This design comes from an exercise in tuning for small area on the open sky130 flow, not from production work.
Only simulation tests tie the RTL to the original design; equivalence was not proved.
Power figures rest on the tool's default switching activity, not on a simulated workload.

### config.mk
export PLATFORM = sky130hd
export DESIGN_NAME = PE
export DESIGN_NICKNAME = PE
export VERILOG_FILES = /design/flow/design.v
export SDC_FILE = /design/flow/constraint.sdc
export NUM_CORES = 4
export LEC_CHECK = 0
export CAP_MARGIN = 0
export CORE_MARGIN = 2
export CORE_UTILIZATION = 65
export GPL_TIMING_DRIVEN = 0
export SLEW_MARGIN = 0
### constraint.sdc
create_clock -name core_clock -period 5.0 [get_ports {clk}]
set_input_delay 1.0000 -clock core_clock [delete_from_list [all_inputs] [get_ports {clk}]]
set_output_delay 1.0000 -clock core_clock [all_outputs]
set_load 0.01 [all_outputs]
### design.v
`timescale 1ns/100ps
module PE(clk, rst, bias, co_prob, perturb_prob, parent_gene0, parent_gene1, child_gene);
input clk;
input rst;
input bias;
input [7:0] co_prob;
input [7:0] perturb_prob;
input [31:0] parent_gene0;
input [31:0] parent_gene1;
output [31:0] child_gene;
reg [7:0] st;
wire [7:0] st_next;
assign st_next[0] = ~(st[0] ^ st[3] ^ st[4]);
assign st_next[1] = st[2] ^ st[3] ^ st[4] ^ st[5] ^ st[7];
assign st_next[2] = st[0] ^ st[2] ^ st[3] ^ st[6];
assign st_next[3] = st[1] ^ st[2] ^ st[3] ^ st[4];
assign st_next[4] = st[0] ^ st[3] ^ st[4] ^ st[5];
assign st_next[5] = ~(st[2] ^ st[4] ^ st[5]);
assign st_next[6] = st[0] ^ st[7];
assign st_next[7] = st[0] ^ st[3] ^ st[4] ^ st[7];
always @(posedge clk, posedge rst)
begin
    if (rst)
        st <= 8'h28;
    else
        st <= st_next;
end
wire [7:0] s0;
assign s0[0] = st[7];
assign s0[1] = ~(st[0] ^ st[7]);
assign s0[2] = ~(st[6]);
assign s0[3] = st[2] ^ st[4] ^ st[5];
assign s0[4] = ~(st[5]);
assign s0[5] = st[0] ^ st[4];
assign s0[6] = ~(st[1] ^ st[5] ^ st[7]);
assign s0[7] = ~(st[1] ^ st[3]);
wire [7:0] s1;
assign s1[0] = st[2] ^ st[5];
assign s1[1] = ~(st[0] ^ st[1] ^ st[6]);
assign s1[2] = ~(st[0] ^ st[1] ^ st[2] ^ st[3] ^ st[5] ^ st[6]);
assign s1[3] = st[0] ^ st[1] ^ st[2] ^ st[3] ^ st[7];
assign s1[4] = st[0] ^ st[1] ^ st[3] ^ st[5];
assign s1[5] = st[0] ^ st[3] ^ st[5] ^ st[6] ^ st[7];
assign s1[6] = st[1] ^ st[2] ^ st[6] ^ st[7];
assign s1[7] = st[0] ^ st[2] ^ st[3] ^ st[4] ^ st[5] ^ st[6];
wire [7:0] s2;
assign s2[0] = st[5] ^ st[7];
assign s2[1] = st[4] ^ st[7];
assign s2[2] = ~(st[1] ^ st[5] ^ st[6] ^ st[7]);
assign s2[3] = st[1] ^ st[2] ^ st[3] ^ st[4] ^ st[5];
assign s2[4] = ~(st[0] ^ st[3] ^ st[4]);
assign s2[5] = st[0];
assign s2[6] = ~(st[0] ^ st[6] ^ st[7]);
assign s2[7] = st[2] ^ st[4] ^ st[5] ^ st[6];
wire [7:0] s3;
assign s3[0] = ~(st[6]);
assign s3[1] = st[2] ^ st[4] ^ st[5];
assign s3[2] = ~(st[5]);
assign s3[3] = st[0] ^ st[4];
assign s3[4] = ~(st[1] ^ st[5] ^ st[7]);
assign s3[5] = ~(st[1] ^ st[3]);
assign s3[6] = ~(st[0] ^ st[3] ^ st[4] ^ st[5]);
assign s3[7] = ~(st[4]);
wire [7:0] m0n;
assign m0n[0] = st[1] ^ st[2] ^ st[3] ^ st[4] ^ st[5];
assign m0n[1] = ~(st[0] ^ st[3] ^ st[4]);
assign m0n[2] = st[0];
assign m0n[3] = ~(st[0] ^ st[6] ^ st[7]);
assign m0n[4] = st[2] ^ st[4] ^ st[5] ^ st[6];
assign m0n[5] = st[2] ^ st[4];
assign m0n[6] = st[0] ^ st[4] ^ st[5];
assign m0n[7] = st[0] ^ st[1] ^ st[4] ^ st[5] ^ st[7];
wire [7:0] m1n;
assign m1n[0] = st[4] ^ st[6] ^ st[7];
assign m1n[1] = st[1] ^ st[2] ^ st[4] ^ st[6] ^ st[7];
assign m1n[2] = st[1] ^ st[2] ^ st[3] ^ st[4];
assign m1n[3] = st[3];
assign m1n[4] = st[0] ^ st[1] ^ st[5] ^ st[7];
assign m1n[5] = ~(st[0] ^ st[1] ^ st[3] ^ st[6] ^ st[7]);
assign m1n[6] = st[0] ^ st[2] ^ st[3] ^ st[6];
assign m1n[7] = st[2];
wire [7:0] m2n;
assign m2n[0] = st[4] ^ st[5] ^ st[6] ^ st[7];
assign m2n[1] = ~(st[0] ^ st[1] ^ st[2] ^ st[6] ^ st[7]);
assign m2n[2] = st[2] ^ st[3] ^ st[4] ^ st[5] ^ st[7];
assign m2n[3] = st[1];
assign m2n[4] = st[1] ^ st[3] ^ st[4] ^ st[7];
assign m2n[5] = ~(st[0] ^ st[1] ^ st[3] ^ st[4] ^ st[6] ^ st[7]);
assign m2n[6] = st[1] ^ st[2] ^ st[3] ^ st[5];
assign m2n[7] = ~(st[1] ^ st[3] ^ st[4] ^ st[5] ^ st[6]);
wire [7:0] m3n;
assign m3n[0] = st[0] ^ st[2] ^ st[3] ^ st[4];
assign m3n[1] = ~(st[0] ^ st[1] ^ st[4] ^ st[6]);
assign m3n[2] = ~(st[2] ^ st[3]);
assign m3n[3] = ~(st[0] ^ st[4] ^ st[5] ^ st[6] ^ st[7]);
assign m3n[4] = ~(st[1] ^ st[2]);
assign m3n[5] = ~(st[3] ^ st[6] ^ st[7]);
assign m3n[6] = ~(st[1] ^ st[2] ^ st[4]);
assign m3n[7] = ~(st[0] ^ st[1] ^ st[3] ^ st[5] ^ st[7]);
wire [31:0] s_all = {s3, s2, s1, s0};
wire [31:0] m_all = {m3n, m2n, m1n, m0n};
reg [3:0] csel;
reg [31:0] child_n;
integer i;
always @(posedge clk)
begin
    for (i = 0; i < 4; i = i + 1) begin
        if (rst)
            csel[i] <= 1'b0;
        else
            csel[i] <= (co_prob > s_all[8*i +: 8]) ^ bias;
        child_n[8*i +: 8] <= ~((perturb_prob > s_all[8*i +: 8]) ? m_all[8*i +: 8] :
                               csel[i] ? parent_gene1[8*i +: 8] : parent_gene0[8*i +: 8]);
    end
end
assign child_gene = ~child_n;
endmodule
### flow/run.sh
#!/bin/bash
# Own layout flow for the PE.
#
# 1. the standard synthesis (standard.sh synth), unchanged.
# 2. Its netlist is replaced by flow/netlist.v, a hand-mapped netlist of the
#    same RTL (generated by gen/gen.py) that keeps exactly the standard
#    synthesis's registers: same instance names and cell types (checked
#    here by check_regs.py; the flow stops if they differ).
# 3. the standard layout (standard.sh finish) from that netlist, with:
#    - every input and output port buffered by a sky130 buf_1
#      (buffer_ports otherwise picks clkdlybuf4s50_1, which is larger);
#    - clock tree synthesis with small clock buffers and no dummy loads.
# Each tool's output goes to a log file of its own in this folder.
set -euo pipefail
export BUFFER_PORTS_ARGS="-buffer_cell sky130_fd_sc_hd__buf_1"
export CTS_ARGS="-sink_clustering_enable -repair_clock_nets -dont_use_dummy_load -buf_list {sky130_fd_sc_hd__clkbuf_8} -sink_clustering_size 30 -sink_clustering_max_diameter 150"
R=orfs/results/${FLOW_PLATFORM}/PE/base
bash standard.sh synth > make_synth.log 2>&1
cp $R/1_2_yosys.v standard_synth.v
python3 flow/check_regs.py standard_synth.v flow/netlist.v > check_regs.log 2>&1 || { cat check_regs.log; exit 1; }
cp flow/netlist.v $R/1_2_yosys.v
rm -f $R/1_synth.odb
bash standard.sh finish > make_finish.log 2>&1
### flow/check_regs.py
#!/usr/bin/env python3
"""check_regs.py STANDARD.v MINE.v: both netlists must hold the same flip-flops
(instance name and cell type)."""
import re, sys
def regs(path):
    txt = open(path).read()
    out = {}
    for m in re.finditer(r'(sky130_fd_sc_hd__(?:df|sdf|edf|dl)\w+)\s+(\\\S+|\w+)\s*\(', txt):
        out[m.group(2)] = m.group(1)
    return out
a, b = regs(sys.argv[1]), regs(sys.argv[2])
if a != b:
    for k in sorted(set(a) | set(b)):
        if a.get(k) != b.get(k):
            print('register mismatch:', k, a.get(k), b.get(k))
    sys.exit(1)
print('registers match:', len(a))
### flow/netlist.v
module PE(clk, rst, bias, co_prob, perturb_prob, parent_gene0, parent_gene1, child_gene);
  input clk;
  input rst;
  input bias;
  input [7:0] co_prob;
  input [7:0] perturb_prob;
  input [31:0] parent_gene0;
  input [31:0] parent_gene1;
  output [31:0] child_gene;
  wire \child_n[0] ;
  wire \child_n[10] ;
  wire \child_n[11] ;
  wire \child_n[12] ;
  wire \child_n[13] ;
  wire \child_n[14] ;
  wire \child_n[15] ;
  wire \child_n[16] ;
  wire \child_n[17] ;
  wire \child_n[18] ;
  wire \child_n[19] ;
  wire \child_n[1] ;
  wire \child_n[20] ;
  wire \child_n[21] ;
  wire \child_n[22] ;
  wire \child_n[23] ;
  wire \child_n[24] ;
  wire \child_n[25] ;
  wire \child_n[26] ;
  wire \child_n[27] ;
  wire \child_n[28] ;
  wire \child_n[29] ;
  wire \child_n[2] ;
  wire \child_n[30] ;
  wire \child_n[31] ;
  wire \child_n[3] ;
  wire \child_n[4] ;
  wire \child_n[5] ;
  wire \child_n[6] ;
  wire \child_n[7] ;
  wire \child_n[8] ;
  wire \child_n[9] ;
  wire \csel[0] ;
  wire \csel[1] ;
  wire \csel[2] ;
  wire \csel[3] ;
  wire \st[0] ;
  wire \st[0]_n ;
  wire \st[1] ;
  wire \st[2] ;
  wire \st[3] ;
  wire \st[4] ;
  wire \st[5] ;
  wire \st[6] ;
  wire \st[6]_n ;
  wire \st[7] ;
  wire cd_0;
  wire cd_1;
  wire cd_2;
  wire cd_3;
  wire cn_d0;
  wire cn_d1;
  wire cn_d10;
  wire cn_d11;
  wire cn_d12;
  wire cn_d13;
  wire cn_d14;
  wire cn_d15;
  wire cn_d16;
  wire cn_d17;
  wire cn_d18;
  wire cn_d19;
  wire cn_d2;
  wire cn_d20;
  wire cn_d21;
  wire cn_d22;
  wire cn_d23;
  wire cn_d24;
  wire cn_d25;
  wire cn_d26;
  wire cn_d27;
  wire cn_d28;
  wire cn_d29;
  wire cn_d3;
  wire cn_d30;
  wire cn_d31;
  wire cn_d4;
  wire cn_d5;
  wire cn_d6;
  wire cn_d7;
  wire cn_d8;
  wire cn_d9;
  wire co0_n;
  wire cx_0;
  wire cx_1;
  wire cx_2;
  wire cx_3;
  wire gt_c_S0_1;
  wire gt_c_S0_2;
  wire gt_c_S0_3;
  wire gt_c_S0_4;
  wire gt_c_S0_5;
  wire gt_c_S0_6;
  wire gt_c_S0_7;
  wire gt_c_S0_8;
  wire gt_c_S1_1;
  wire gt_c_S1_2;
  wire gt_c_S1_3;
  wire gt_c_S1_4;
  wire gt_c_S1_5;
  wire gt_c_S1_6;
  wire gt_c_S1_7;
  wire gt_c_S1_8;
  wire gt_c_S2_1;
  wire gt_c_S2_2;
  wire gt_c_S2_3;
  wire gt_c_S2_4;
  wire gt_c_S2_5;
  wire gt_c_S2_6;
  wire gt_c_S2_7;
  wire gt_c_S2_8;
  wire gt_c_S3_1;
  wire gt_c_S3_2;
  wire gt_c_S3_3;
  wire gt_c_S3_4;
  wire gt_c_S3_5;
  wire gt_c_S3_6;
  wire gt_c_S3_7;
  wire gt_c_S3_8;
  wire gt_p_S0_1;
  wire gt_p_S0_2;
  wire gt_p_S0_3;
  wire gt_p_S0_4;
  wire gt_p_S0_5;
  wire gt_p_S0_6;
  wire gt_p_S0_7;
  wire gt_p_S0_8;
  wire gt_p_S1_1;
  wire gt_p_S1_2;
  wire gt_p_S1_3;
  wire gt_p_S1_4;
  wire gt_p_S1_5;
  wire gt_p_S1_6;
  wire gt_p_S1_7;
  wire gt_p_S1_8;
  wire gt_p_S2_1;
  wire gt_p_S2_2;
  wire gt_p_S2_3;
  wire gt_p_S2_4;
  wire gt_p_S2_5;
  wire gt_p_S2_6;
  wire gt_p_S2_7;
  wire gt_p_S2_8;
  wire gt_p_S3_1;
  wire gt_p_S3_2;
  wire gt_p_S3_3;
  wire gt_p_S3_4;
  wire gt_p_S3_5;
  wire gt_p_S3_6;
  wire gt_p_S3_7;
  wire gt_p_S3_8;
  wire pp0_n;
  wire rst_n;
  wire sel0_0;
  wire sel0_1;
  wire sel0_2;
  wire sel0_3;
  wire sel1_0;
  wire sel1_1;
  wire sel1_2;
  wire sel1_3;
  wire x_01;
  wire x_02;
  wire x_04;
  wire x_07;
  wire x_08;
  wire x_0e;
  wire x_10;
  wire x_12;
  wire x_24;
  wire x_26;
  wire x_29;
  wire x_2f;
  wire x_35;
  wire x_35_n;
  wire x_38;
  wire x_41;
  wire x_48;
  wire x_59;
  wire x_5e;
  wire x_62;
  wire x_67;
  wire x_69;
  wire x_6a;
  wire x_6a_n;
  wire x_6f;
  wire x_70;
  wire x_77;
  wire x_7b;
  wire x_84;
  wire x_87;
  wire x_8e;
  wire x_90;
  wire x_93;
  wire x_a4;
  wire x_a7;
  wire x_ab;
  wire x_b2;
  wire x_b3;
  wire x_ba;
  wire x_bc;
  wire x_c4;
  wire x_c9;
  wire x_c9_n;
  wire x_ce;
  wire x_d4;
  wire x_da;
  wire x_de;
  wire x_e0;
  wire x_e3;
  wire x_e3_n;
  wire x_f6;
  sky130_fd_sc_hd__inv_1 g1 (.A(rst), .Y(rst_n));
  sky130_fd_sc_hd__dfrtp_1 \st[0]$_DFF_PP0_  (.CLK(clk), .D(x_35_n), .RESET_B(rst_n), .Q(\st[0] ));
  sky130_fd_sc_hd__dfrtp_1 \st[1]$_DFF_PP0_  (.CLK(clk), .D(x_ab), .RESET_B(rst_n), .Q(\st[1] ));
  sky130_fd_sc_hd__dfrtp_1 \st[2]$_DFF_PP0_  (.CLK(clk), .D(x_84), .RESET_B(rst_n), .Q(\st[2] ));
  sky130_fd_sc_hd__dfstp_2 \st[3]$_DFF_PP1_  (.CLK(clk), .D(x_38), .SET_B(rst_n), .Q(\st[3] ));
  sky130_fd_sc_hd__dfrtp_1 \st[4]$_DFF_PP0_  (.CLK(clk), .D(x_67), .RESET_B(rst_n), .Q(\st[4] ));
  sky130_fd_sc_hd__dfstp_2 \st[5]$_DFF_PP1_  (.CLK(clk), .D(x_a4), .SET_B(rst_n), .Q(\st[5] ));
  sky130_fd_sc_hd__dfrtp_1 \st[6]$_DFF_PP0_  (.CLK(clk), .D(x_8e), .RESET_B(rst_n), .Q(\st[6] ));
  sky130_fd_sc_hd__dfrtp_1 \st[7]$_DFF_PP0_  (.CLK(clk), .D(x_26), .RESET_B(rst_n), .Q(\st[7] ));
  sky130_fd_sc_hd__xor2_1 g2 (.A(\st[2] ), .B(\st[5] ), .X(x_10));
  sky130_fd_sc_hd__xnor2_1 g3 (.A(\st[2] ), .B(\st[1] ), .Y(x_90));
  sky130_fd_sc_hd__xnor2_1 g4 (.A(\st[3] ), .B(\st[2] ), .Y(x_5e));
  sky130_fd_sc_hd__xor2_1 g5 (.A(\st[2] ), .B(\st[4] ), .X(x_f6));
  sky130_fd_sc_hd__xnor2_1 g6 (.A(\st[7] ), .B(\st[4] ), .Y(x_a7));
  sky130_fd_sc_hd__xor2_1 g7 (.A(\st[7] ), .B(\st[5] ), .X(x_41));
  sky130_fd_sc_hd__xor2_1 g8 (.A(\st[3] ), .B(\st[1] ), .X(x_ce));
  sky130_fd_sc_hd__xnor2_1 g9 (.A(\st[0] ), .B(\st[4] ), .Y(x_29));
  sky130_fd_sc_hd__xor2_1 g10 (.A(\st[7] ), .B(\st[0] ), .X(x_8e));
  sky130_fd_sc_hd__xor2_1 g11 (.A(x_90), .B(\st[4] ), .X(x_24));
  sky130_fd_sc_hd__xor2_1 g12 (.A(x_29), .B(x_5e), .X(x_77));
  sky130_fd_sc_hd__xnor2_1 g13 (.A(x_29), .B(\st[5] ), .Y(x_7b));
  sky130_fd_sc_hd__xor2_1 g14 (.A(\st[6] ), .B(x_8e), .X(x_c9));
  sky130_fd_sc_hd__xnor2_1 g15 (.A(\st[3] ), .B(x_29), .Y(x_35));
  sky130_fd_sc_hd__xor2_1 g16 (.A(x_41), .B(\st[1] ), .X(x_93));
  sky130_fd_sc_hd__xnor2_1 g17 (.A(x_10), .B(\st[4] ), .Y(x_a4));
  sky130_fd_sc_hd__xor2_1 g18 (.A(x_10), .B(x_ce), .X(x_de));
  sky130_fd_sc_hd__xnor2_1 g19 (.A(x_a7), .B(x_ce), .Y(x_69));
  sky130_fd_sc_hd__xor2_1 g20 (.A(x_ce), .B(x_f6), .X(x_38));
  sky130_fd_sc_hd__xnor2_1 g21 (.A(\st[6] ), .B(x_a7), .Y(x_e0));
  sky130_fd_sc_hd__xnor2_1 g22 (.A(x_69), .B(x_7b), .Y(x_12));
  sky130_fd_sc_hd__xnor2_1 g23 (.A(x_29), .B(x_93), .Y(x_ba));
  sky130_fd_sc_hd__xor2_1 g24 (.A(\st[6] ), .B(x_a4), .X(x_e3));
  sky130_fd_sc_hd__xnor2_1 g25 (.A(x_38), .B(\st[5] ), .Y(x_6a));
  sky130_fd_sc_hd__xor2_1 g26 (.A(\st[6] ), .B(x_93), .X(x_d4));
  sky130_fd_sc_hd__xor2_1 g27 (.A(x_10), .B(x_77), .X(x_67));
  sky130_fd_sc_hd__xor2_1 g28 (.A(x_38), .B(x_93), .X(x_ab));
  sky130_fd_sc_hd__xor2_1 g29 (.A(x_90), .B(x_c9), .X(x_59));
  sky130_fd_sc_hd__xor2_1 g30 (.A(\st[5] ), .B(x_e0), .X(x_b2));
  sky130_fd_sc_hd__xnor2_1 g31 (.A(x_c9), .B(x_ce), .Y(x_07));
  sky130_fd_sc_hd__xor2_1 g32 (.A(x_93), .B(\st[0] ), .X(x_0e));
  sky130_fd_sc_hd__xnor2_1 g33 (.A(x_90), .B(x_e0), .Y(x_70));
  sky130_fd_sc_hd__xor2_1 g34 (.A(x_24), .B(x_e0), .X(x_c4));
  sky130_fd_sc_hd__xor2_1 g35 (.A(\st[7] ), .B(x_35), .X(x_26));
  sky130_fd_sc_hd__xor2_1 g36 (.A(x_12), .B(\st[7] ), .X(x_01));
  sky130_fd_sc_hd__xor2_1 g37 (.A(x_10), .B(x_12), .X(x_02));
  sky130_fd_sc_hd__xnor2_1 g38 (.A(x_38), .B(x_70), .Y(x_48));
  sky130_fd_sc_hd__xnor2_1 g39 (.A(\st[0] ), .B(x_b2), .Y(x_2f));
  sky130_fd_sc_hd__xnor2_1 g40 (.A(x_0e), .B(x_b2), .Y(x_bc));
  sky130_fd_sc_hd__xor2_1 g41 (.A(x_ab), .B(x_c4), .X(x_6f));
  sky130_fd_sc_hd__xor2_1 g42 (.A(x_07), .B(\st[4] ), .X(x_b3));
  sky130_fd_sc_hd__xnor2_1 g43 (.A(x_67), .B(x_e3), .Y(x_84));
  sky130_fd_sc_hd__xor2_1 g44 (.A(x_12), .B(x_70), .X(x_62));
  sky130_fd_sc_hd__xnor2_1 g45 (.A(x_35), .B(x_b2), .Y(x_87));
  sky130_fd_sc_hd__xnor2_1 g46 (.A(\st[6] ), .B(\st[0] ), .Y(x_da));
  sky130_fd_sc_hd__xnor2_1 g47 (.A(x_da), .B(x_de), .Y(x_04));
  sky130_fd_sc_hd__xnor2_1 g48 (.A(\st[1] ), .B(x_da), .Y(x_08));
  sky130_fd_sc_hd__inv_1 g49 (.A(x_35), .Y(x_35_n));
  sky130_fd_sc_hd__inv_1 g50 (.A(\st[6] ), .Y(\st[6]_n ));
  sky130_fd_sc_hd__inv_1 g51 (.A(x_6a), .Y(x_6a_n));
  sky130_fd_sc_hd__inv_1 g52 (.A(\st[0] ), .Y(\st[0]_n ));
  sky130_fd_sc_hd__inv_1 g53 (.A(x_c9), .Y(x_c9_n));
  sky130_fd_sc_hd__inv_1 g54 (.A(x_e3), .Y(x_e3_n));
  sky130_fd_sc_hd__inv_1 g55 (.A(co_prob[0]), .Y(co0_n));
  sky130_fd_sc_hd__inv_1 g56 (.A(perturb_prob[0]), .Y(pp0_n));
  sky130_fd_sc_hd__nor2_1 g57 (.A(co0_n), .B(\st[7] ), .Y(gt_c_S0_1));
  sky130_fd_sc_hd__maj3_1 g58 (.A(co_prob[1]), .B(x_8e), .C(gt_c_S0_1), .X(gt_c_S0_2));
  sky130_fd_sc_hd__maj3_1 g59 (.A(co_prob[2]), .B(\st[6] ), .C(gt_c_S0_2), .X(gt_c_S0_3));
  sky130_fd_sc_hd__maj3_1 g60 (.A(co_prob[3]), .B(x_a4), .C(gt_c_S0_3), .X(gt_c_S0_4));
  sky130_fd_sc_hd__maj3_1 g61 (.A(co_prob[4]), .B(\st[5] ), .C(gt_c_S0_4), .X(gt_c_S0_5));
  sky130_fd_sc_hd__maj3_1 g62 (.A(co_prob[5]), .B(x_29), .C(gt_c_S0_5), .X(gt_c_S0_6));
  sky130_fd_sc_hd__maj3_1 g63 (.A(co_prob[6]), .B(x_93), .C(gt_c_S0_6), .X(gt_c_S0_7));
  sky130_fd_sc_hd__maj3_1 g64 (.A(co_prob[7]), .B(x_ce), .C(gt_c_S0_7), .X(gt_c_S0_8));
  sky130_fd_sc_hd__nor2_1 g65 (.A(pp0_n), .B(\st[7] ), .Y(gt_p_S0_1));
  sky130_fd_sc_hd__maj3_1 g66 (.A(perturb_prob[1]), .B(x_8e), .C(gt_p_S0_1), .X(gt_p_S0_2));
  sky130_fd_sc_hd__maj3_1 g67 (.A(perturb_prob[2]), .B(\st[6] ), .C(gt_p_S0_2), .X(gt_p_S0_3));
  sky130_fd_sc_hd__maj3_1 g68 (.A(perturb_prob[3]), .B(x_a4), .C(gt_p_S0_3), .X(gt_p_S0_4));
  sky130_fd_sc_hd__maj3_1 g69 (.A(perturb_prob[4]), .B(\st[5] ), .C(gt_p_S0_4), .X(gt_p_S0_5));
  sky130_fd_sc_hd__maj3_1 g70 (.A(perturb_prob[5]), .B(x_29), .C(gt_p_S0_5), .X(gt_p_S0_6));
  sky130_fd_sc_hd__maj3_1 g71 (.A(perturb_prob[6]), .B(x_93), .C(gt_p_S0_6), .X(gt_p_S0_7));
  sky130_fd_sc_hd__maj3_1 g72 (.A(perturb_prob[7]), .B(x_ce), .C(gt_p_S0_7), .X(gt_p_S0_8));
  sky130_fd_sc_hd__xnor2_1 g73 (.A(gt_c_S0_8), .B(bias), .Y(cx_0));
  sky130_fd_sc_hd__nor2_1 g74 (.A(rst), .B(cx_0), .Y(cd_0));
  sky130_fd_sc_hd__dfxtp_1 \csel[0]$_SDFF_PP0_  (.CLK(clk), .D(cd_0), .Q(\csel[0] ));
  sky130_fd_sc_hd__nor2_1 g75 (.A(gt_p_S0_8), .B(\csel[0] ), .Y(sel0_0));
  sky130_fd_sc_hd__nor2b_1 g76 (.A(gt_p_S0_8), .B_N(\csel[0] ), .Y(sel1_0));
  sky130_fd_sc_hd__a222oi_1 g77 (.A1(sel0_0), .A2(parent_gene0[0]), .B1(sel1_0), .B2(parent_gene1[0]), .C1(gt_p_S0_8), .C2(x_6a_n), .Y(cn_d0));
  sky130_fd_sc_hd__dfxtp_1 \child_n[0]$_DFF_P_  (.CLK(clk), .D(cn_d0), .Q(\child_n[0] ));
  sky130_fd_sc_hd__inv_1 g78 (.A(\child_n[0] ), .Y(child_gene[0]));
  sky130_fd_sc_hd__a222oi_1 g79 (.A1(sel0_0), .A2(parent_gene0[1]), .B1(sel1_0), .B2(parent_gene1[1]), .C1(gt_p_S0_8), .C2(x_35_n), .Y(cn_d1));
  sky130_fd_sc_hd__dfxtp_1 \child_n[1]$_DFF_P_  (.CLK(clk), .D(cn_d1), .Q(\child_n[1] ));
  sky130_fd_sc_hd__inv_1 g80 (.A(\child_n[1] ), .Y(child_gene[1]));
  sky130_fd_sc_hd__a222oi_1 g81 (.A1(sel0_0), .A2(parent_gene0[2]), .B1(sel1_0), .B2(parent_gene1[2]), .C1(gt_p_S0_8), .C2(\st[0] ), .Y(cn_d2));
  sky130_fd_sc_hd__dfxtp_1 \child_n[2]$_DFF_P_  (.CLK(clk), .D(cn_d2), .Q(\child_n[2] ));
  sky130_fd_sc_hd__inv_1 g82 (.A(\child_n[2] ), .Y(child_gene[2]));
  sky130_fd_sc_hd__a222oi_1 g83 (.A1(sel0_0), .A2(parent_gene0[3]), .B1(sel1_0), .B2(parent_gene1[3]), .C1(gt_p_S0_8), .C2(x_c9_n), .Y(cn_d3));
  sky130_fd_sc_hd__dfxtp_1 \child_n[3]$_DFF_P_  (.CLK(clk), .D(cn_d3), .Q(\child_n[3] ));
  sky130_fd_sc_hd__inv_1 g84 (.A(\child_n[3] ), .Y(child_gene[3]));
  sky130_fd_sc_hd__a222oi_1 g85 (.A1(sel0_0), .A2(parent_gene0[4]), .B1(sel1_0), .B2(parent_gene1[4]), .C1(gt_p_S0_8), .C2(x_e3_n), .Y(cn_d4));
  sky130_fd_sc_hd__dfxtp_1 \child_n[4]$_DFF_P_  (.CLK(clk), .D(cn_d4), .Q(\child_n[4] ));
  sky130_fd_sc_hd__inv_1 g86 (.A(\child_n[4] ), .Y(child_gene[4]));
  sky130_fd_sc_hd__a222oi_1 g87 (.A1(sel0_0), .A2(parent_gene0[5]), .B1(sel1_0), .B2(parent_gene1[5]), .C1(gt_p_S0_8), .C2(x_f6), .Y(cn_d5));
  sky130_fd_sc_hd__dfxtp_1 \child_n[5]$_DFF_P_  (.CLK(clk), .D(cn_d5), .Q(\child_n[5] ));
  sky130_fd_sc_hd__inv_1 g88 (.A(\child_n[5] ), .Y(child_gene[5]));
  sky130_fd_sc_hd__a222oi_1 g89 (.A1(sel0_0), .A2(parent_gene0[6]), .B1(sel1_0), .B2(parent_gene1[6]), .C1(gt_p_S0_8), .C2(x_7b), .Y(cn_d6));
  sky130_fd_sc_hd__dfxtp_1 \child_n[6]$_DFF_P_  (.CLK(clk), .D(cn_d6), .Q(\child_n[6] ));
  sky130_fd_sc_hd__inv_1 g90 (.A(\child_n[6] ), .Y(child_gene[6]));
  sky130_fd_sc_hd__a222oi_1 g91 (.A1(sel0_0), .A2(parent_gene0[7]), .B1(sel1_0), .B2(parent_gene1[7]), .C1(gt_p_S0_8), .C2(x_ba), .Y(cn_d7));
  sky130_fd_sc_hd__dfxtp_1 \child_n[7]$_DFF_P_  (.CLK(clk), .D(cn_d7), .Q(\child_n[7] ));
  sky130_fd_sc_hd__inv_1 g92 (.A(\child_n[7] ), .Y(child_gene[7]));
  sky130_fd_sc_hd__nor2_1 g93 (.A(co0_n), .B(x_10), .Y(gt_c_S1_1));
  sky130_fd_sc_hd__maj3_1 g94 (.A(co_prob[1]), .B(x_08), .C(gt_c_S1_1), .X(gt_c_S1_2));
  sky130_fd_sc_hd__maj3_1 g95 (.A(co_prob[2]), .B(x_04), .C(gt_c_S1_2), .X(gt_c_S1_3));
  sky130_fd_sc_hd__maj3_1 g96 (.A(co_prob[3]), .B(x_02), .C(gt_c_S1_3), .X(gt_c_S1_4));
  sky130_fd_sc_hd__maj3_1 g97 (.A(co_prob[4]), .B(x_01), .C(gt_c_S1_4), .X(gt_c_S1_5));
  sky130_fd_sc_hd__maj3_1 g98 (.A(co_prob[5]), .B(x_87), .C(gt_c_S1_5), .X(gt_c_S1_6));
  sky130_fd_sc_hd__maj3_1 g99 (.A(co_prob[6]), .B(x_c4), .C(gt_c_S1_6), .X(gt_c_S1_7));
  sky130_fd_sc_hd__maj3_1 g100 (.A(co_prob[7]), .B(x_62), .C(gt_c_S1_7), .X(gt_c_S1_8));
  sky130_fd_sc_hd__nor2_1 g101 (.A(pp0_n), .B(x_10), .Y(gt_p_S1_1));
  sky130_fd_sc_hd__maj3_1 g102 (.A(perturb_prob[1]), .B(x_08), .C(gt_p_S1_1), .X(gt_p_S1_2));
  sky130_fd_sc_hd__maj3_1 g103 (.A(perturb_prob[2]), .B(x_04), .C(gt_p_S1_2), .X(gt_p_S1_3));
  sky130_fd_sc_hd__maj3_1 g104 (.A(perturb_prob[3]), .B(x_02), .C(gt_p_S1_3), .X(gt_p_S1_4));
  sky130_fd_sc_hd__maj3_1 g105 (.A(perturb_prob[4]), .B(x_01), .C(gt_p_S1_4), .X(gt_p_S1_5));
  sky130_fd_sc_hd__maj3_1 g106 (.A(perturb_prob[5]), .B(x_87), .C(gt_p_S1_5), .X(gt_p_S1_6));
  sky130_fd_sc_hd__maj3_1 g107 (.A(perturb_prob[6]), .B(x_c4), .C(gt_p_S1_6), .X(gt_p_S1_7));
  sky130_fd_sc_hd__maj3_1 g108 (.A(perturb_prob[7]), .B(x_62), .C(gt_p_S1_7), .X(gt_p_S1_8));
  sky130_fd_sc_hd__xnor2_1 g109 (.A(gt_c_S1_8), .B(bias), .Y(cx_1));
  sky130_fd_sc_hd__nor2_1 g110 (.A(rst), .B(cx_1), .Y(cd_1));
  sky130_fd_sc_hd__dfxtp_1 \csel[1]$_SDFF_PP0_  (.CLK(clk), .D(cd_1), .Q(\csel[1] ));
  sky130_fd_sc_hd__nor2_1 g111 (.A(gt_p_S1_8), .B(\csel[1] ), .Y(sel0_1));
  sky130_fd_sc_hd__nor2b_1 g112 (.A(gt_p_S1_8), .B_N(\csel[1] ), .Y(sel1_1));
  sky130_fd_sc_hd__a222oi_1 g113 (.A1(sel0_1), .A2(parent_gene0[8]), .B1(sel1_1), .B2(parent_gene1[8]), .C1(gt_p_S1_8), .C2(x_e0), .Y(cn_d8));
  sky130_fd_sc_hd__dfxtp_1 \child_n[8]$_DFF_P_  (.CLK(clk), .D(cn_d8), .Q(\child_n[8] ));
  sky130_fd_sc_hd__inv_1 g114 (.A(\child_n[8] ), .Y(child_gene[8]));
  sky130_fd_sc_hd__a222oi_1 g115 (.A1(sel0_1), .A2(parent_gene0[9]), .B1(sel1_1), .B2(parent_gene1[9]), .C1(gt_p_S1_8), .C2(x_70), .Y(cn_d9));
  sky130_fd_sc_hd__dfxtp_1 \child_n[9]$_DFF_P_  (.CLK(clk), .D(cn_d9), .Q(\child_n[9] ));
  sky130_fd_sc_hd__inv_1 g116 (.A(\child_n[9] ), .Y(child_gene[9]));
  sky130_fd_sc_hd__a222oi_1 g117 (.A1(sel0_1), .A2(parent_gene0[10]), .B1(sel1_1), .B2(parent_gene1[10]), .C1(gt_p_S1_8), .C2(x_38), .Y(cn_d10));
  sky130_fd_sc_hd__dfxtp_1 \child_n[10]$_DFF_P_  (.CLK(clk), .D(cn_d10), .Q(\child_n[10] ));
  sky130_fd_sc_hd__inv_1 g118 (.A(\child_n[10] ), .Y(child_gene[10]));
  sky130_fd_sc_hd__a222oi_1 g119 (.A1(sel0_1), .A2(parent_gene0[11]), .B1(sel1_1), .B2(parent_gene1[11]), .C1(gt_p_S1_8), .C2(\st[3] ), .Y(cn_d11));
  sky130_fd_sc_hd__dfxtp_1 \child_n[11]$_DFF_P_  (.CLK(clk), .D(cn_d11), .Q(\child_n[11] ));
  sky130_fd_sc_hd__inv_1 g120 (.A(\child_n[11] ), .Y(child_gene[11]));
  sky130_fd_sc_hd__a222oi_1 g121 (.A1(sel0_1), .A2(parent_gene0[12]), .B1(sel1_1), .B2(parent_gene1[12]), .C1(gt_p_S1_8), .C2(x_0e), .Y(cn_d12));
  sky130_fd_sc_hd__dfxtp_1 \child_n[12]$_DFF_P_  (.CLK(clk), .D(cn_d12), .Q(\child_n[12] ));
  sky130_fd_sc_hd__inv_1 g122 (.A(\child_n[12] ), .Y(child_gene[12]));
  sky130_fd_sc_hd__a222oi_1 g123 (.A1(sel0_1), .A2(parent_gene0[13]), .B1(sel1_1), .B2(parent_gene1[13]), .C1(gt_p_S1_8), .C2(x_07), .Y(cn_d13));
  sky130_fd_sc_hd__dfxtp_1 \child_n[13]$_DFF_P_  (.CLK(clk), .D(cn_d13), .Q(\child_n[13] ));
  sky130_fd_sc_hd__inv_1 g124 (.A(\child_n[13] ), .Y(child_gene[13]));
  sky130_fd_sc_hd__a222oi_1 g125 (.A1(sel0_1), .A2(parent_gene0[14]), .B1(sel1_1), .B2(parent_gene1[14]), .C1(gt_p_S1_8), .C2(x_84), .Y(cn_d14));
  sky130_fd_sc_hd__dfxtp_1 \child_n[14]$_DFF_P_  (.CLK(clk), .D(cn_d14), .Q(\child_n[14] ));
  sky130_fd_sc_hd__inv_1 g126 (.A(\child_n[14] ), .Y(child_gene[14]));
  sky130_fd_sc_hd__a222oi_1 g127 (.A1(sel0_1), .A2(parent_gene0[15]), .B1(sel1_1), .B2(parent_gene1[15]), .C1(gt_p_S1_8), .C2(\st[2] ), .Y(cn_d15));
  sky130_fd_sc_hd__dfxtp_1 \child_n[15]$_DFF_P_  (.CLK(clk), .D(cn_d15), .Q(\child_n[15] ));
  sky130_fd_sc_hd__inv_1 g128 (.A(\child_n[15] ), .Y(child_gene[15]));
  sky130_fd_sc_hd__nor2_1 g129 (.A(co0_n), .B(x_41), .Y(gt_c_S2_1));
  sky130_fd_sc_hd__maj3_1 g130 (.A(co_prob[1]), .B(x_a7), .C(gt_c_S2_1), .X(gt_c_S2_2));
  sky130_fd_sc_hd__maj3_1 g131 (.A(co_prob[2]), .B(x_d4), .C(gt_c_S2_2), .X(gt_c_S2_3));
  sky130_fd_sc_hd__maj3_1 g132 (.A(co_prob[3]), .B(x_6a), .C(gt_c_S2_3), .X(gt_c_S2_4));
  sky130_fd_sc_hd__maj3_1 g133 (.A(co_prob[4]), .B(x_35), .C(gt_c_S2_4), .X(gt_c_S2_5));
  sky130_fd_sc_hd__maj3_1 g134 (.A(co_prob[5]), .B(\st[0]_n ), .C(gt_c_S2_5), .X(gt_c_S2_6));
  sky130_fd_sc_hd__maj3_1 g135 (.A(co_prob[6]), .B(x_c9), .C(gt_c_S2_6), .X(gt_c_S2_7));
  sky130_fd_sc_hd__maj3_1 g136 (.A(co_prob[7]), .B(x_e3), .C(gt_c_S2_7), .X(gt_c_S2_8));
  sky130_fd_sc_hd__nor2_1 g137 (.A(pp0_n), .B(x_41), .Y(gt_p_S2_1));
  sky130_fd_sc_hd__maj3_1 g138 (.A(perturb_prob[1]), .B(x_a7), .C(gt_p_S2_1), .X(gt_p_S2_2));
  sky130_fd_sc_hd__maj3_1 g139 (.A(perturb_prob[2]), .B(x_d4), .C(gt_p_S2_2), .X(gt_p_S2_3));
  sky130_fd_sc_hd__maj3_1 g140 (.A(perturb_prob[3]), .B(x_6a), .C(gt_p_S2_3), .X(gt_p_S2_4));
  sky130_fd_sc_hd__maj3_1 g141 (.A(perturb_prob[4]), .B(x_35), .C(gt_p_S2_4), .X(gt_p_S2_5));
  sky130_fd_sc_hd__maj3_1 g142 (.A(perturb_prob[5]), .B(\st[0]_n ), .C(gt_p_S2_5), .X(gt_p_S2_6));
  sky130_fd_sc_hd__maj3_1 g143 (.A(perturb_prob[6]), .B(x_c9), .C(gt_p_S2_6), .X(gt_p_S2_7));
  sky130_fd_sc_hd__maj3_1 g144 (.A(perturb_prob[7]), .B(x_e3), .C(gt_p_S2_7), .X(gt_p_S2_8));
  sky130_fd_sc_hd__xnor2_1 g145 (.A(gt_c_S2_8), .B(bias), .Y(cx_2));
  sky130_fd_sc_hd__nor2_1 g146 (.A(rst), .B(cx_2), .Y(cd_2));
  sky130_fd_sc_hd__dfxtp_1 \csel[2]$_SDFF_PP0_  (.CLK(clk), .D(cd_2), .Q(\csel[2] ));
  sky130_fd_sc_hd__nor2_1 g147 (.A(gt_p_S2_8), .B(\csel[2] ), .Y(sel0_2));
  sky130_fd_sc_hd__nor2b_1 g148 (.A(gt_p_S2_8), .B_N(\csel[2] ), .Y(sel1_2));
  sky130_fd_sc_hd__a222oi_1 g149 (.A1(sel0_2), .A2(parent_gene0[16]), .B1(sel1_2), .B2(parent_gene1[16]), .C1(gt_p_S2_8), .C2(x_b2), .Y(cn_d16));
  sky130_fd_sc_hd__dfxtp_1 \child_n[16]$_DFF_P_  (.CLK(clk), .D(cn_d16), .Q(\child_n[16] ));
  sky130_fd_sc_hd__inv_1 g150 (.A(\child_n[16] ), .Y(child_gene[16]));
  sky130_fd_sc_hd__a222oi_1 g151 (.A1(sel0_2), .A2(parent_gene0[17]), .B1(sel1_2), .B2(parent_gene1[17]), .C1(gt_p_S2_8), .C2(x_59), .Y(cn_d17));
  sky130_fd_sc_hd__dfxtp_1 \child_n[17]$_DFF_P_  (.CLK(clk), .D(cn_d17), .Q(\child_n[17] ));
  sky130_fd_sc_hd__inv_1 g152 (.A(\child_n[17] ), .Y(child_gene[17]));
  sky130_fd_sc_hd__a222oi_1 g153 (.A1(sel0_2), .A2(parent_gene0[18]), .B1(sel1_2), .B2(parent_gene1[18]), .C1(gt_p_S2_8), .C2(x_ab), .Y(cn_d18));
  sky130_fd_sc_hd__dfxtp_1 \child_n[18]$_DFF_P_  (.CLK(clk), .D(cn_d18), .Q(\child_n[18] ));
  sky130_fd_sc_hd__inv_1 g154 (.A(\child_n[18] ), .Y(child_gene[18]));
  sky130_fd_sc_hd__a222oi_1 g155 (.A1(sel0_2), .A2(parent_gene0[19]), .B1(sel1_2), .B2(parent_gene1[19]), .C1(gt_p_S2_8), .C2(\st[1] ), .Y(cn_d19));
  sky130_fd_sc_hd__dfxtp_1 \child_n[19]$_DFF_P_  (.CLK(clk), .D(cn_d19), .Q(\child_n[19] ));
  sky130_fd_sc_hd__inv_1 g156 (.A(\child_n[19] ), .Y(child_gene[19]));
  sky130_fd_sc_hd__a222oi_1 g157 (.A1(sel0_2), .A2(parent_gene0[20]), .B1(sel1_2), .B2(parent_gene1[20]), .C1(gt_p_S2_8), .C2(x_69), .Y(cn_d20));
  sky130_fd_sc_hd__dfxtp_1 \child_n[20]$_DFF_P_  (.CLK(clk), .D(cn_d20), .Q(\child_n[20] ));
  sky130_fd_sc_hd__inv_1 g158 (.A(\child_n[20] ), .Y(child_gene[20]));
  sky130_fd_sc_hd__a222oi_1 g159 (.A1(sel0_2), .A2(parent_gene0[21]), .B1(sel1_2), .B2(parent_gene1[21]), .C1(gt_p_S2_8), .C2(x_b3), .Y(cn_d21));
  sky130_fd_sc_hd__dfxtp_1 \child_n[21]$_DFF_P_  (.CLK(clk), .D(cn_d21), .Q(\child_n[21] ));
  sky130_fd_sc_hd__inv_1 g160 (.A(\child_n[21] ), .Y(child_gene[21]));
  sky130_fd_sc_hd__a222oi_1 g161 (.A1(sel0_2), .A2(parent_gene0[22]), .B1(sel1_2), .B2(parent_gene1[22]), .C1(gt_p_S2_8), .C2(x_de), .Y(cn_d22));
  sky130_fd_sc_hd__dfxtp_1 \child_n[22]$_DFF_P_  (.CLK(clk), .D(cn_d22), .Q(\child_n[22] ));
  sky130_fd_sc_hd__inv_1 g162 (.A(\child_n[22] ), .Y(child_gene[22]));
  sky130_fd_sc_hd__a222oi_1 g163 (.A1(sel0_2), .A2(parent_gene0[23]), .B1(sel1_2), .B2(parent_gene1[23]), .C1(gt_p_S2_8), .C2(x_6f), .Y(cn_d23));
  sky130_fd_sc_hd__dfxtp_1 \child_n[23]$_DFF_P_  (.CLK(clk), .D(cn_d23), .Q(\child_n[23] ));
  sky130_fd_sc_hd__inv_1 g164 (.A(\child_n[23] ), .Y(child_gene[23]));
  sky130_fd_sc_hd__nor2_1 g165 (.A(co0_n), .B(\st[6]_n ), .Y(gt_c_S3_1));
  sky130_fd_sc_hd__maj3_1 g166 (.A(co_prob[1]), .B(x_a4), .C(gt_c_S3_1), .X(gt_c_S3_2));
  sky130_fd_sc_hd__maj3_1 g167 (.A(co_prob[2]), .B(\st[5] ), .C(gt_c_S3_2), .X(gt_c_S3_3));
  sky130_fd_sc_hd__maj3_1 g168 (.A(co_prob[3]), .B(x_29), .C(gt_c_S3_3), .X(gt_c_S3_4));
  sky130_fd_sc_hd__maj3_1 g169 (.A(co_prob[4]), .B(x_93), .C(gt_c_S3_4), .X(gt_c_S3_5));
  sky130_fd_sc_hd__maj3_1 g170 (.A(co_prob[5]), .B(x_ce), .C(gt_c_S3_5), .X(gt_c_S3_6));
  sky130_fd_sc_hd__maj3_1 g171 (.A(co_prob[6]), .B(x_67), .C(gt_c_S3_6), .X(gt_c_S3_7));
  sky130_fd_sc_hd__maj3_1 g172 (.A(co_prob[7]), .B(\st[4] ), .C(gt_c_S3_7), .X(gt_c_S3_8));
  sky130_fd_sc_hd__nor2_1 g173 (.A(pp0_n), .B(\st[6]_n ), .Y(gt_p_S3_1));
  sky130_fd_sc_hd__maj3_1 g174 (.A(perturb_prob[1]), .B(x_a4), .C(gt_p_S3_1), .X(gt_p_S3_2));
  sky130_fd_sc_hd__maj3_1 g175 (.A(perturb_prob[2]), .B(\st[5] ), .C(gt_p_S3_2), .X(gt_p_S3_3));
  sky130_fd_sc_hd__maj3_1 g176 (.A(perturb_prob[3]), .B(x_29), .C(gt_p_S3_3), .X(gt_p_S3_4));
  sky130_fd_sc_hd__maj3_1 g177 (.A(perturb_prob[4]), .B(x_93), .C(gt_p_S3_4), .X(gt_p_S3_5));
  sky130_fd_sc_hd__maj3_1 g178 (.A(perturb_prob[5]), .B(x_ce), .C(gt_p_S3_5), .X(gt_p_S3_6));
  sky130_fd_sc_hd__maj3_1 g179 (.A(perturb_prob[6]), .B(x_67), .C(gt_p_S3_6), .X(gt_p_S3_7));
  sky130_fd_sc_hd__maj3_1 g180 (.A(perturb_prob[7]), .B(\st[4] ), .C(gt_p_S3_7), .X(gt_p_S3_8));
  sky130_fd_sc_hd__xnor2_1 g181 (.A(gt_c_S3_8), .B(bias), .Y(cx_3));
  sky130_fd_sc_hd__nor2_1 g182 (.A(rst), .B(cx_3), .Y(cd_3));
  sky130_fd_sc_hd__dfxtp_1 \csel[3]$_SDFF_PP0_  (.CLK(clk), .D(cd_3), .Q(\csel[3] ));
  sky130_fd_sc_hd__nor2_1 g183 (.A(gt_p_S3_8), .B(\csel[3] ), .Y(sel0_3));
  sky130_fd_sc_hd__nor2b_1 g184 (.A(gt_p_S3_8), .B_N(\csel[3] ), .Y(sel1_3));
  sky130_fd_sc_hd__a222oi_1 g185 (.A1(sel0_3), .A2(parent_gene0[24]), .B1(sel1_3), .B2(parent_gene1[24]), .C1(gt_p_S3_8), .C2(x_77), .Y(cn_d24));
  sky130_fd_sc_hd__dfxtp_1 \child_n[24]$_DFF_P_  (.CLK(clk), .D(cn_d24), .Q(\child_n[24] ));
  sky130_fd_sc_hd__inv_1 g186 (.A(\child_n[24] ), .Y(child_gene[24]));
  sky130_fd_sc_hd__a222oi_1 g187 (.A1(sel0_3), .A2(parent_gene0[25]), .B1(sel1_3), .B2(parent_gene1[25]), .C1(gt_p_S3_8), .C2(x_bc), .Y(cn_d25));
  sky130_fd_sc_hd__dfxtp_1 \child_n[25]$_DFF_P_  (.CLK(clk), .D(cn_d25), .Q(\child_n[25] ));
  sky130_fd_sc_hd__inv_1 g188 (.A(\child_n[25] ), .Y(child_gene[25]));
  sky130_fd_sc_hd__a222oi_1 g189 (.A1(sel0_3), .A2(parent_gene0[26]), .B1(sel1_3), .B2(parent_gene1[26]), .C1(gt_p_S3_8), .C2(x_5e), .Y(cn_d26));
  sky130_fd_sc_hd__dfxtp_1 \child_n[26]$_DFF_P_  (.CLK(clk), .D(cn_d26), .Q(\child_n[26] ));
  sky130_fd_sc_hd__inv_1 g190 (.A(\child_n[26] ), .Y(child_gene[26]));
  sky130_fd_sc_hd__a222oi_1 g191 (.A1(sel0_3), .A2(parent_gene0[27]), .B1(sel1_3), .B2(parent_gene1[27]), .C1(gt_p_S3_8), .C2(x_2f), .Y(cn_d27));
  sky130_fd_sc_hd__dfxtp_1 \child_n[27]$_DFF_P_  (.CLK(clk), .D(cn_d27), .Q(\child_n[27] ));
  sky130_fd_sc_hd__inv_1 g192 (.A(\child_n[27] ), .Y(child_gene[27]));
  sky130_fd_sc_hd__a222oi_1 g193 (.A1(sel0_3), .A2(parent_gene0[28]), .B1(sel1_3), .B2(parent_gene1[28]), .C1(gt_p_S3_8), .C2(x_90), .Y(cn_d28));
  sky130_fd_sc_hd__dfxtp_1 \child_n[28]$_DFF_P_  (.CLK(clk), .D(cn_d28), .Q(\child_n[28] ));
  sky130_fd_sc_hd__inv_1 g194 (.A(\child_n[28] ), .Y(child_gene[28]));
  sky130_fd_sc_hd__a222oi_1 g195 (.A1(sel0_3), .A2(parent_gene0[29]), .B1(sel1_3), .B2(parent_gene1[29]), .C1(gt_p_S3_8), .C2(x_48), .Y(cn_d29));
  sky130_fd_sc_hd__dfxtp_1 \child_n[29]$_DFF_P_  (.CLK(clk), .D(cn_d29), .Q(\child_n[29] ));
  sky130_fd_sc_hd__inv_1 g196 (.A(\child_n[29] ), .Y(child_gene[29]));
  sky130_fd_sc_hd__a222oi_1 g197 (.A1(sel0_3), .A2(parent_gene0[30]), .B1(sel1_3), .B2(parent_gene1[30]), .C1(gt_p_S3_8), .C2(x_24), .Y(cn_d30));
  sky130_fd_sc_hd__dfxtp_1 \child_n[30]$_DFF_P_  (.CLK(clk), .D(cn_d30), .Q(\child_n[30] ));
  sky130_fd_sc_hd__inv_1 g198 (.A(\child_n[30] ), .Y(child_gene[30]));
  sky130_fd_sc_hd__a222oi_1 g199 (.A1(sel0_3), .A2(parent_gene0[31]), .B1(sel1_3), .B2(parent_gene1[31]), .C1(gt_p_S3_8), .C2(x_12), .Y(cn_d31));
  sky130_fd_sc_hd__dfxtp_1 \child_n[31]$_DFF_P_  (.CLK(clk), .D(cn_d31), .Q(\child_n[31] ));
  sky130_fd_sc_hd__inv_1 g200 (.A(\child_n[31] ), .Y(child_gene[31]));
endmodule
### standard.sh
#!/bin/bash
# synth_recipe.tcl (not shown) runs the flow's synth.tcl, then flattens the netlist and writes it again
# the make line also repeats each setting of config.mk as NAME=value (left out here)
make -C /OpenROAD-flow-scripts/flow DESIGN_CONFIG=/design/flow/config.mk WORK_HOME=/design/flow/orfs CLKGATE_MAP_FILE= SYNTH_SCRIPT=/design/flow/synth_recipe.tcl "${@:-finish}"
==> results of run 1 <==
final cells by class:
| class | count | area, um2 | area share |
|---|---|---|---|
| multi-input cells | 159 | 1460 | 0.4719 |
| flip-flops and latches | 44 | 923.4 | 0.2984 |
| repair buffers | 114 | 427.9 | 0.1383 |
| inverters | 41 | 153.9 | 0.04974 |
| clock buffers | 5 | 68.82 | 0.02224 |
| well taps | 48 | 60.06 | 0.01941 |
worst max-delay path: cells and delay by family, from the launching register on:
kind                     cells  cell delay, ns
XOR/XNOR                     3            1.09
adder cells (fa/ha/maj)      6            2.36
AND/OR/NAND/NOR              1            0.35
flip-flops                   1            0.67
AO/OA/AOI/OAI                1            0.19
stage by stage:
| stage | setup TNS, ns | cells | setup WS, ns | utilization | total power, W |
|---|---|---|---|---|---|
| 6_report | 0 | 411 | 0.1909 | 0.8452 | 0.0007209 |
| 5_1_grt | 0 | 411 | 0.05209 | 0.8452 | 0.0007535 |
| 4_1_cts | 0 | 411 | 0.01079 | 0.8383 | 0.0007236 |
| 3_5_place_dp | -0.5119 | 406 | -0.05348 | 0.8134 | 0.0005321 |
| 3_3_place_gp | 0 | 406 | 0.02581 | 0.8134 | 0.0005289 |
| 2_1_floorplan | 0 | 244 | 0.4870 | - | 0.0004728 |
power by group through the flow:
stage | sequential [W] | clock [W] | combinational [W]
floorplan | 0.000392 | 0 | 0.0000809
global placement | 0.000393 | 0 | 0.000136
detailed placement | 0.000394 | 0 | 0.000138
CTS | 0.000386 | 0.000198 | 0.000139
global route | 0.000388 | 0.000210 | 0.000155
finish | 0.000386 | 0.000193 | 0.000141
sequential cells by signal, indices dropped and copies added (netlist names):
signal and flops:
csel 4, child_n 32, st 8
cells in the final DEF, fill, tap and decap left out:
cell	n
nor2_1	14
dfxtp_1	36
dfstp_2	2
buf_1	114
nor2b_2	2
xnor2_2	2
a222oi_1	32
xnor2_1	24
inv_1	41
nor2b_1	2
nor2_2	2
dfrtp_1	6
xor2_1	22
maj3_1	56
clkbuf_8	5
xor2_2	3
what timing repair did:
action / 4_1_cts / 5_1_grt
hold buffers: 0 / 0
setup endpoints to repair: 24 / 24
gates resized for setup: 3 / 6
routing by layer:
| metal | track usage | part of all wire | up-vias |
|---|---|---|---|
| li1 | - | - | 1130 |
| met1 | 0.3702 | 0.41 | 1138 |
| met2 | 0.4975 | 0.50 | 126 |
| met3 | 0.05792 | 0.085 | 10 |
| met4 | 0.05729 | 0.013 | 0 |
| met5 | 0 | 0 | - |
worst paths after layout:
path | from | end | slack, ns | cells after the start
min | st[1] | child_n[19] | 0.71 | 1
max in group asynchronous | rst | st[5] | 3.92 | 2
min in group asynchronous | rst | st[2] | 0.74 | 2
min reg2reg | st[1] | child_n[19] | 0.71 | 1
max reg2reg | st[5] | child_n[16] | 0.19 | 11
max | st[5] | child_n[16] | 0.19 | 11
==> notes.md, run 1 <==
* Status: complete, no violations
* CP Class: flop to flop
* Crit Path Max Fanout at 10
* Flop pwr share at 0.536
* Largest net degree at the start of global routing at 16
* Detailed-route DRC error count at 0
* Sw power at ~0.00019 W
* Hold WC Path Type: flop to flop
* Placed Area at ~0.0030 mm2
* Syn_area_per_cell at a little over 10 um2
* # fillers at 235
* Worst Path Arrival at between 4 and 5 ns
* Core ar. at between 0.003 and 0.004 mm2
* Clk pwr share at 0.268
* Initial core utilization at 0.6801
* Crit path top cell by count: maj3_1
* Slew margin rel. at 0.5202
* Max-Cap Viols at 0
* Crit path time final at around 4.8 ns
* Placer Congestion at 0.8910
* Antenna Nets Post-Route at 0
* Die X at around 66 um
* Hold WS at roughly 0.71 ns
* Post-Syn Instances at 244
* Detailed-route wire length at between 6 and 7 mm
* # IOs at about 120
* Comb pwr share at 0.196
* Pwr dens at ~230 mW/mm2
* Post-Syn Nets at 327
* Layout cells sized above 1 at 0.04408
* Fin. max-slew vios at 0
* Clock Skew at about 0.018 ns
* Unrepaired setup endpoints after global routing: no
* Standard-cell rows at 22
* Switching share of total power at 0.2612
* # H-tree levels at 2
* # setup viols final at 0
* DRT iter0 DRCs at around 320
* CTS tree: yes
* Setup bufs post-CTS at 0
* Diodes inserted at 0
* Critical path endpoint category: flop
* Vias in the first global route at between 2000 and 2500
* Overall die height at around 66 um
* Clk sinks at 44
* Port bufs at 114
* First drt pass iteration count at 8
* DR vias at 2404
* Initial antenna violation count at 0
* Final #Nets at 448
* Int Pwr at about 0.00053 W
* Dpl hpwl at approximately 4.8 mm
* Worst setup SP type: flop
* First-pass GRT wire length at about 9.6 mm
* Post-Syn Area at ~0.0025 mm2
* WL per Instance at 15.67 um
* Grt ovf at 0
* Root buffer cell: clkbuf_8
* Final Instance Area at approximately 0.0031 mm2
* Tcrit/Tclk final at 0.9618
* CP cell instances: xor2_1 > xor2_2 > xor2_1 > maj3_1 > maj3_1 > maj3_1 > maj3_1 > maj3_1 > maj3_1 > nor2_2 > a222oi_1
* Clock latency (worst-skew pair) at 0.29 ns
* CP peak stage delay at between 0.6 and 0.7 ns
* P_leak at 1.202 nW
* Cts bufs inserted at 5
* Synth warnings at 1
* Vias/cell at roughly 5.8
* Slowest CP cell: dfstp_2
* Die ar. at 0.004341 mm2
* Syn-to-layout area delta at 24.27%
* Critical path required time at 5.13 ns
* Worst-margin pin slew at roughly 0.7 ns
* GRT Util Overall at 0.2870
* Clock transition at the registers of the reported paths at ~0.070 ns
* Bufs on Longest Clock Path at 2
* Final hold vios at 0
* Worst VDD drop at ~0.00016 V
* FMAX at slightly above 0.2 GHz
==> run 2, diff against run 1 <==
--- a/flow/run.sh
+++ b/flow/run.sh
@@ -13,7 +13,7 @@
 # Each tool's output goes to a log file of its own in this folder.
 set -euo pipefail
 export BUFFER_PORTS_ARGS="-buffer_cell sky130_fd_sc_hd__buf_1"
-export CTS_ARGS="-sink_clustering_enable -repair_clock_nets -dont_use_dummy_load -buf_list {sky130_fd_sc_hd__clkbuf_8} -sink_clustering_size 30 -sink_clustering_max_diameter 150"
+export CTS_ARGS="-sink_clustering_enable -repair_clock_nets -dont_use_dummy_load -buf_list {sky130_fd_sc_hd__clkbuf_4 sky130_fd_sc_hd__clkbuf_8}"
 R=orfs/results/${FLOW_PLATFORM}/PE/base
 bash standard.sh synth > make_synth.log 2>&1
 cp $R/1_2_yosys.v standard_synth.v
==> run 2 against run 1 <==
Net effect:
- flip-flop and latch count unchanged
- fmax unchanged
- power is the same
- design area stayed put
- sequential share of layout area unchanged
- non-clock buffer count unchanged
- via count unchanged
- routed wire length unchanged
- clock skew did not move
- synthesized cell count unchanged
- core utilization unchanged
==> notes.md, run 2 <==
* Clock latency (worst-skew pair) at approximately 0.29 ns
* Post-Syn Instances at 244
* Port bufs at around 110
* FMAX at just over 0.2 GHz
* Sw power at between 0.00015 and 0.0002 W
* Vias/cell at 5.849
* Grt ovf at 0
* # H-tree levels at 2
* Worst setup SP type: flop
* Final Instance Area at 0.003094 mm2
* P_leak at 1.202 nW
* Core ar. at between 0.003 and 0.004 mm2
* Final #Nets at 448
* Post-layout util at 0.8452
* Placer Congestion at 0.8910
* First drt pass iteration count at 8
* Placed Area at between 0.002 and 0.003 mm2
* Pwr dens at 233.0 mW/mm2
* Root buffer cell: clkbuf_8
* Worst-margin pin slew at approximately 0.72 ns
* Setup bufs post-CTS at 0
* CTS tree: yes
* Most frequent cells in the layout: buf_1, maj3_1, inv_1
* Detailed-route wire length at 6.442 mm
* Cts bufs inserted at 5
* Fin. max-slew vios at 0
* Post-Syn Nets at around 330
* CP Class: flop to flop
* Syn-to-layout area delta at 24.27%
* Detailed-route DRC error count at 0
* Status: complete, no violations
* Diodes inserted at 0
* First-pass GRT wire length at ~9.6 mm
* Initial antenna violation count at 0
* Fin Setup TNS at 0 ns
* Clk sinks at between 40 and 50
* Int Pwr at about 0.00053 W
* Vias in the first global route at 2148
* Worst Path Arrival at approximately 4.9 ns
* DRT iter0 DRCs at 319
* Layout cells sized above 1 at 0.04408
* Unrepaired setup endpoints after global routing: no
* Largest registers: child_n x32, st x8, csel x4
* DR vias at approximately 2400
* Overall die height at between 60 and 70 um
* Crit path time final at approximately 4.8 ns
* Clock Skew at roughly 0.018 ns
* Synth warnings at 1
* Worst VDD drop at 0.0001622 V
* Post-Syn Area at around 0.0025 mm2
* Slew margin rel. at 0.5202
* # setup viols final at 0
* Standard-cell rows at 22
* Final hold vios at 0
* Initial core utilization at 0.6801
* Cells after DPL at 406
* Die ar. at 0.004341 mm2
* Most common cell after layout, fill and taps aside: buf_1
* Bufs on Longest Clock Path at 2
* Crit Path Max Fanout at 10
* GRT Util Overall at 0.2870
* Die X at 65.89 um
* Largest net degree at the start of global routing at 16
* Tcrit/Tclk final at 0.9618
* Clk pwr share at 0.268
* Largest register FFs at 32
* Syn_area_per_cell at a little over 10 um2
* Biggest register: child_n
* Critical path endpoint category: flop
* Non-filler cells, final at ~400
* # IOs at approximately 120
* Clock transition at the registers of the reported paths at roughly 0.070 ns
* Comb pwr share at 0.196
* Dpl hpwl at between 4 and 5 mm
* Antenna Nets Post-Route at 0
* Hold WC Path Type: flop to flop
* Max-Cap Viols at 0
* Switching share of total power at 0.2612
* WL per Instance at 15.67 um
* Flop pwr share at 0.536
* Critical path required time at ~5.1 ns
==> run 2: worst paths after layout <==
| kind | start | to | slack (ns) | depth (start not counted) |
|---|---|---|---|---|
| min in group asynchronous | rst | st[2] | 0.74 | 2 |
| max | st[5] | child_n[16] | 0.19 | 11 |
| max in group asynchronous | rst | st[5] | 3.92 | 2 |
| min | st[1] | child_n[19] | 0.71 | 1 |
| max reg2reg | st[5] | child_n[16] | 0.19 | 11 |
| min reg2reg | st[1] | child_n[19] | 0.71 | 1 |
==> run 2: timing repair <==
item                                    CTS  global route
hold buffers                              0             0
endpoints found under the setup margin   24            24
resized for setup                         3             6
hold endpoints to repair                  0             0
==> run 2: power by group through the flow <==
stage	sequential [W]	clock, W	combinational (W)
6_report	0.000386	0.000193	0.000141
5_1_grt	0.000388	0.000210	0.000155
4_1_cts	0.000386	0.000198	0.000139
3_5_place_dp	0.000394	0	0.000138
3_3_place_gp	0.000393	0	0.000136
2_1_floorplan	0.000392	0	0.0000809
==> run 2: critical path, stage by stage, from the launching register on <==
cell,delay (ns)
dfstp_2,0.67
xor2_1,0.40
xor2_2,0.51
xor2_1,0.18
maj3_1,0.37
maj3_1,0.36
maj3_1,0.36
maj3_1,0.37
maj3_1,0.37
maj3_1,0.53
nor2_2,0.35
a222oi_1,0.19
==> run 2: final cells by class <==
class / count / area [um2]
repair buffers: 114 / 427.9
flip-flops and latches: 44 / 923.4
fillers: 235 / 566.8
inverters: 41 / 153.9
multi-input cells: 159 / 1460
well taps: 48 / 60.06
clock buffers: 5 / 68.82
==> run 2: through the flow <==
| step | total power (W) | hold slack, ns | setup slack (ns) |
|---|---|---|---|
| finish | 0.0007209 | 0.7070 | 0.1909 |
| global route | 0.0007535 | 0.7324 | 0.05209 |
| CTS | 0.0007236 | 0.6878 | 0.01079 |
| detailed placement | 0.0005321 | 0.6510 | -0.05348 |
| global placement | 0.0005289 | 0.6498 | 0.02581 |
| floorplan | 0.0004728 | 0.5644 | 0.4870 |
==> run 2: routing by layer <==
metal,GRT usage,routed length (um)
met3,0.05792,546
met5,0,0
met2,0.4975,3198
met1,0.3702,2611
met4,0.05729,86
==> run 3, diff against run 2 <==
--- a/config.mk
+++ b/config.mk
@@ -7,6 +7,6 @@
 export LEC_CHECK = 0
 export CAP_MARGIN = 0
 export CORE_MARGIN = 2
-export CORE_UTILIZATION = 65
+export CORE_UTILIZATION = 55
 export GPL_TIMING_DRIVEN = 0
 export SLEW_MARGIN = 0
==> run 3 against run 2 <==
Net effect:
- power grew 0.17%
- via count decreased by 4.7%
- critical path type unchanged
- design area increased by 0.16%
- count of clock-buffer cells in the layout stayed put
- cell count rose by 0.97%
- clock power is 3% higher
- clock skew rose by 0.0056 ns
- die area rose by 17%
- critical path depth stayed put
- hold slack worse by 0.013 ns
- core utilization is 13 points lower
==> notes.md, run 3 <==
* Status: complete, no violations
* Slowest CP cell: dfstp_2
* Non-filler cells, final at between 400 and 500
* Largest registers: child_n x32, st x8, csel x4
* Hold worst-path end: st[7]
* Tcrit/Tclk final at 0.9521
* Post-layout util at 0.7118
* DRT iter0 DRCs at 253
* Max-Cap Viols at 0
* # IOs at 115
* Power Total at between 0.0007 and 0.0008 W
* Cells after DPL at 410
* Flop-to-flop setup slack at about 0.24 ns
* M1 WL at around 2.8 mm
* Die ar. at about 0.0051 mm2
* Bufs on Longest Clock Path at 2
* Post-Syn Instances at ~240
* WL met2 at 2.870 mm
* Standard-cell rows at 24
* CTS tree: yes
* Met3 WL at 520 um
* Initial core utilization at 0.5718
* Clock transition at the registers of the reported paths at approximately 0.06 ns
* Top routing layer used: met4
* Vias in the first global route at between 2000 and 2500
* Pwr dens at between 200 and 250 mW/mm2
* Dpl hpwl at 4.816 mm
* Setup bufs post-CTS at 0
* Grt ovf at 0
* Post-Syn Area at about 0.0025 mm2
* Clk sinks at 44
* First-pass GRT wire length at ~10 mm
* Most frequent cells in the layout: buf_1, maj3_1, inv_1
* CP Class: flop to flop
* Diodes inserted at 0
* Fin Setup TNS at 0 ns
* Antenna Nets Post-Route at 0
* Final hold vios at 0
* Fin. max-slew vios at 0
* Slew margin rel. at 0.4975
* Synth warnings at 1
* Core ar. at between 0.004 and 0.005 mm2
* Overall die height at around 71 um
* Die X at 71.29 um
* Hold Path Stages at 1
* FMAX at roughly 0.21 GHz
* Post-Syn Nets at 327
* Syn-to-layout area delta at 24.47%
* Crit Path Max Fanout at 10
* Worst VDD drop at 0.0001316 V
* Hold WS at 0.6935 ns
* Critical path endpoint category: flop
* Post-CTS Hold Fix Bufs at 0
* Placer Congestion at about 0.9
* P_leak at 1.203 nW
* Worst Path Arrival at between 4 and 5 ns
* First drt pass iteration count at 9
* Detailed-route DRC error count at 0
* Cts bufs inserted at 5
* Largest net degree at the start of global routing at 16
* Initial antenna violation count at 0
* Layout cells sized above 1 at 0.04408
* WL per Instance at approximately 15 um
* Detailed-route wire length at about 6.3 mm
* R2r endpoint: child_n[22]
* Biggest register: child_n
* Unrepaired setup endpoints after global routing: no
* Critical path required time at 5.13 ns
* Worst r2r path cells at 11
* Largest register FFs at 32
* GRT Util Overall at 0.2521
* Final #Nets at roughly 450
* Hold_sp: st[7]
* Clock Skew at around 0.023 ns
* Hold WC Path Type: flop to flop
* # H-tree levels at 2
* CP cell instances: xor2_1 > xor2_2 > xor2_1 > maj3_1 > maj3_1 > maj3_1 > maj3_1 > maj3_1 > maj3_1 > nor2b_2 > a222oi_1
* Crit path top cell by count: maj3_1
* Critical R2R Launch: st[5]
* Clock latency (worst-skew pair) at roughly 0.30 ns
* Most common cell after layout, fill and taps aside: buf_1
* Vias/cell at roughly 5.5
* Crit path time final at 4.760 ns
* Port bufs at 114
* Worst setup SP type: flop
* CP peak stage delay at 0.67 ns
* Syn_area_per_cell at 10.20 um2
* # setup viols final at 0
* Worst-margin pin slew at between 0.7 and 0.8 ns
* Root buffer cell: clkbuf_8
* DR vias at approximately 2300
## run 3: final cells by class
| cell class | instances | area [um2] |
|---|---|---|
| Clock buffer | 5 | 68.82 |
| Fill cell | 372 | 1255 |
| Inverter | 41 | 153.9 |
| Multi-Input combinational cell | 159 | 1460 |
| Sequential cell | 44 | 923.4 |
| Tap cell | 52 | 65.06 |
| Timing Repair Buffer | 114 | 427.9 |
## run 3: power by group
part | internal [W] | switching [W]
Sequential | 0.000379 | 0.00000721
Clock | 0.0000901 | 0.000108
Combinational | 0.0000636 | 0.0000744
Total | 0.000533 | 0.000190
## run 3: worst max-delay path: cells and delay by family (launching register included)
kind | cells | cell delay, ns
xor+xnor | 3 | 1.03
flops | 1 | 0.67
simple gates | 1 | 0.35
fa+ha+maj | 6 | 2.38
compound gates | 1 | 0.17
## run 3: worst max path at each step
stage | endpoint | start | cells past startpoint
after global routing | child_n[22] | st[5] | 11
after global placement | child_n[25] | st[5] | 11
after detailed placement | child_n[15] | st[0] | 11
after CTS | child_n[22] | st[5] | 11
final | child_n[22] | st[5] | 11
after floorplan | child_n[24] | st[5] | 11
## run 3: timing repair
item / CTS / global route
setup endpoints to repair: 24 / 24
gates cloned: 0 / 0
endpoints found under the hold margin: 0 / 0
gates resized for setup: 4 / 5
pin swaps: 0 / 1
## run 3: per-layer routing
layer,vias up,GRT usage
li1,1117,-
met1,1055,0.3405
met2,113,0.4228
met3,7,0.05063
met4,0,0.05031
met5,-,0
## run 3: per-stage QoR
stage / cell area, um2 / setup WS, ns
2_1_floorplan: 2490 / 0.4870
3_3_place_gp: 2983 / -0.08112
3_5_place_dp: 2983 / -0.1522
4_1_cts: 3082 / 0.1206
5_1_grt: 3099 / 0.008490
6_report: 3099 / 0.2397

-- what the ideal ports hide --
Ports are ideal in the flow. The routed layouts listed here were re-timed in OpenROAD. Step 1: set_driving_cell puts a clkbuf_16 on clk and a buf_2 on each other input, an assumption about the parent block. Step 2, shift: input delay + t, output delay - t, t = (earliest + latest rising clock arrival at the registers) / 2. This alone moves slack from input paths to output paths. a / b / c = no drivers / after step 1 / after step 2; a / b = the first two.
run	t, ns	slack for setup (ns)
run 1	0.309	0.191 / 0.191 / 0.174
run 2	0.309	0.191 / 0.191 / 0.174
run 3	0.316	0.240 / 0.240 / 0.239
After both steps every run listed still meets setup and hold.
